This is an optimization exercise on Yosys and OpenROAD, whose aim is small area, not a production implementation. RTL that was checked went through simulation tests only; none was proved equivalent to the original.

==> wip/maple: inputs <==
==> flow/design.v <==
module pid_bank (
	input          clk,
	input          rst,
	input          sample,
	input  [7:0]   ch_reset,
	input  [7:0]   k1,
	input  [7:0]   k2,
	input  [7:0]   k3,
	input  [255:0] e_in,
	output [255:0] u_out
);
	reg [255:0] U, E, A, B;
	reg [6:0]   ph;
	reg         run, idl;          
	reg         rt;                
	reg         clr;               
	reg [7:0]   cres;              
	reg [23:0]  kT, kR;
	reg [10:0]  accb;              
	assign u_out = U;
	wire [23:0] k     = {k3, k2, k1};
	wire        bnd   = (ph == 7'd127);
	wire        tick  = sample & ~rst;
	wire [2:0]  ch    = ph[6:4];
	wire        first = (ph[3:0] == 4'd0);
	wire        rot   = run & ~rt;                 
	wire        crm   = rot & cres[ch];           
	wire        mz    = clr | crm;
	wire [1:0] xb = clr ? 2'b00 : (rt ? A[1:0] : E[1:0]);
	wire [1:0] x0 = mz  ? 2'b00 : (rt ? B[1:0] : A[1:0]);
	wire [1:0] x1 = mz  ? 2'b00 : (rt ? E[1:0] : B[1:0]);
	wire [1:0] tU = mz  ? 2'b00 : U[1:0];
	wire [8:0] d1 = {1'b0, kT[7:0]}   - {1'b0, kR[7:0]};
	wire [8:0] d2 = {1'b0, kR[15:8]}  - {1'b0, kT[15:8]};
	wire [8:0] d3 = {1'b0, kT[23:16]} - {1'b0, kR[23:16]};
	function [8:0] pp;
		input [8:0] d;
		input       x;
		pp = x ? {~d[8], d[7:0]} : 9'h100;
	endfunction
	wire [10:0] ab = first ? 11'd1024 : accb;
	wire [12:0] sum = tU + ab + 13'd768
	                + pp(d1, xb[0]) + {pp(d1, xb[1]), 1'b0}
	                + pp(d2, x0[0]) + {pp(d2, x0[1]), 1'b0}
	                + pp(d3, x1[0]) + {pp(d3, x1[1]), 1'b0};
	wire        pend  = run & bnd;                  
	wire [23:0] kR_n  = tick ? 24'd0 : (pend ? kT : kR);
	wire        clr_n = clr & ~pend;
	wire        rt_n  = ~tick & (rt | pend);
	wire        need  = (k != kR_n) | clr_n | ~rt_n;
	wire [1:0] E_in = clr ? 2'b00 : (rot ? B[1:0] & {2{~crm}} : E[1:0]);
	wire [1:0] A_in = clr ? 2'b00 : (rot ? E[1:0] : A[1:0]);
	wire [1:0] B_in = clr ? 2'b00 : (rot ? A[1:0] & {2{~crm}} : B[1:0]);
	always @(posedge clk) begin
		A <= {A_in, A[255:2]};
		B <= {B_in, B[255:2]};
		accb <= sum[12:2];
		U <= ({256{run}} & {sum[1:0], U[255:2]}) | ({256{idl}} & U);
		E <= ({256{tick}} & e_in) | ({256{run}} & {E_in, E[255:2]}) | ({256{~(tick|run)}} & E);
		if (bnd)
			kT <= k;
		if (tick)
			cres <= ch_reset;
		if (rst) begin
			ph  <= 7'd127;
			run <= 1'b0;
			idl <= 1'b1;
			rt  <= 1'b1;
			clr <= 1'b1;
		end else begin
			ph  <= ph + 7'd1;
			kR  <= kR_n;
			rt  <= rt_n;
			if (bnd) begin
				clr <= clr_n;
				run <= need;
				idl <= ~need;
			end
		end
	end
endmodule
==> flow/flow/run.sh <==
#!/bin/bash
# Layout flow: the standard flow (standard.sh) with two changes:
#  - the ports are buffered with sky130_fd_sc_hd__buf_1 (buffer_ports
#    -buffer_cell) instead of the cell buffer_ports picks by itself; every
#    port still gets its own buffer;
#  - clock tree synthesis clusters up to 10 registers per leaf buffer.
# The full output of the flow goes to standard.log here.
set -euo pipefail
export BUFFER_PORTS_ARGS="-buffer_cell sky130_fd_sc_hd__buf_1"
export CTS_ARGS="-sink_clustering_enable -repair_clock_nets -buf_list sky130_fd_sc_hd__clkbuf_4 -sink_clustering_size 10 -sink_clustering_max_diameter 40 -sink_buffer_max_cap_derate 1.0"
bash standard.sh > standard.log 2>&1
==> flow/standard.sh <==
#!/bin/bash
# synth_recipe.tcl (not shown) runs the flow's synth.tcl, then flattens the netlist and writes it again
# the make line also repeats each setting of config.mk as NAME=value (left out here)
make -C /OpenROAD-flow-scripts/flow DESIGN_CONFIG=/design/flow/config.mk WORK_HOME=/design/flow/orfs CLKGATE_MAP_FILE= SYNTH_SCRIPT=/design/flow/synth_recipe.tcl "${@:-finish}"
==> flow/config.mk <==
export PLATFORM = sky130hd
export DESIGN_NAME = pid_bank
export DESIGN_NICKNAME = pid_bank
export VERILOG_FILES = /design/flow/design.v
export SDC_FILE = /design/flow/constraint.sdc
export NUM_CORES = 4
export LEC_CHECK = 0
export CAP_MARGIN = 20
export CORE_MARGIN = 2
export CORE_UTILIZATION = 60
export PLACE_DENSITY = 0.7
export SLEW_MARGIN = 20
==> flow/constraint.sdc <==
create_clock -name core_clock -period 20.0 [get_ports {clk}]
set_input_delay 4.0000 -clock core_clock [delete_from_list [all_inputs] [get_ports {clk}]]
set_output_delay 4.0000 -clock core_clock [all_outputs]
set_load 0.01 [all_outputs]
==> inputs of wip/onyx, as changes to wip/maple <==
--- a/flow/design.v
+++ b/flow/design.v
@@ -40,4 +40,4 @@
 	endfunction
-	wire [10:0] ab = first ? 11'd1024 : accb;
-	wire [12:0] sum = tU + ab + 13'd768
+	wire [10:0] ab = first ? 11'd768 : accb;
+	wire [12:0] sum = tU + ab
 	                + pp(d1, xb[0]) + {pp(d1, xb[1]), 1'b0}
@@ -46,6 +46,5 @@
 	wire        pend  = run & bnd;                  
-	wire [23:0] kR_n  = tick ? 24'd0 : (pend ? kT : kR);
 	wire        clr_n = clr & ~pend;
 	wire        rt_n  = ~tick & (rt | pend);
-	wire        need  = (k != kR_n) | clr_n | ~rt_n;
+	wire        need  = (k != kT) | clr_n | ~rt_n;
 	wire [1:0] E_in = clr ? 2'b00 : (rot ? B[1:0] & {2{~crm}} : E[1:0]);
@@ -71,3 +70,6 @@
 			ph  <= ph + 7'd1;
-			kR  <= kR_n;
+			if (tick)
+				kR <= 24'd0;
+			else if (pend)
+				kR <= kT;
 			rt  <= rt_n;
==> flow/flow/run.sh (replaced) <==
#!/bin/bash
# Layout flow: the standard flow (standard.sh) with two changes:
#  - the ports are buffered with sky130_fd_sc_hd__buf_1 (buffer_ports
#    -buffer_cell) instead of the cell buffer_ports picks by itself; every
#    port still gets its own buffer;
#  - clock tree synthesis clusters up to 20 registers per leaf buffer.
# The full output of the flow goes to standard.log here.
set -euo pipefail
export BUFFER_PORTS_ARGS="-buffer_cell sky130_fd_sc_hd__buf_1"
export CTS_ARGS="-sink_clustering_enable -repair_clock_nets -buf_list sky130_fd_sc_hd__clkbuf_8 -sink_clustering_size 20 -sink_clustering_max_diameter 50 -sink_buffer_max_cap_derate 1.0"
bash standard.sh > standard.log 2>&1
- CORE_UTILIZATION: 60 -> 75
- PLACE_DENSITY: 0.7 -> 0.85
==> comparison <==
- Against wip/onyx, the die area of wip/maple is larger by about 26%.
- Against wip/onyx, the fmax of wip/maple is lower by 5.7%.
- Between wip/maple and wip/onyx, the lower register-to-register slack is in wip/maple (gap 390 ps).
- Against wip/onyx, the setup slack of wip/maple is worse by 390 ps.
==> figures <==
| quantity | wip/onyx | wip/maple |
|---|---|---|
| Status | timing/DRC/antenna clean | timing/DRC/antenna clean |
| Clock buffer count from CTS | 71 | 141 |
| Fill cell instance count of the final layout | 2359 | 4364 |
| Net count reported at finish | 3640 | 3788 |
| Number of diodes added for antenna fixing | 13 | 21 |
| Avg Synthesized Cell Area | 11.9 sq um | 11.7 sq um |
| Critical Path Max Stage Delay | 560 ps | 630 ps |
| Met3 Wirelength | 6.26 mm | 6.88 mm |
| GR Layer Usage met3 | 8.20% | 9.58% |
| Global Route met1 Usage | 41.3% | 32.9% |
The RTL of wip/maple was laid out without a check of its function.

==> port drivers added, routing unchanged <==
The results above use ideal ports. As a check the final layouts listed here were re-extracted and re-timed, cells and wires unchanged. Step 1: set_driving_cell puts a clkbuf_16 on clk and a buf_2 on each other input, an assumption about the parent block. Step 2 also shifts input and output timing later by t, the mid clock arrival at the registers, as if the neighbouring blocks saw the same clock. Slacks: ideal / step 1 / step 2; pairs: ideal / step 1.
run | shift t [ns] | slack for setup (ns) | worst hold slack (ns) | clock arrival spread, ns | worst slew at a driven data input, ns
wip/maple | 1.029 | 13.157 / 13.157 / 12.763 | 0.311 / 0.311 / 0.311 | 0.056 / 0.056 | 0.14
wip/onyx | 0.706 | 13.545 / 13.545 / 13.507 | 0.321 / 0.321 / 0.321 | 0.042 / 0.041 | 0.14
After both steps every run listed still meets setup and hold. The setup slack of wip/maple, which loses most, moves by 0.000 ns with the drivers and by -0.394 ns with both steps.
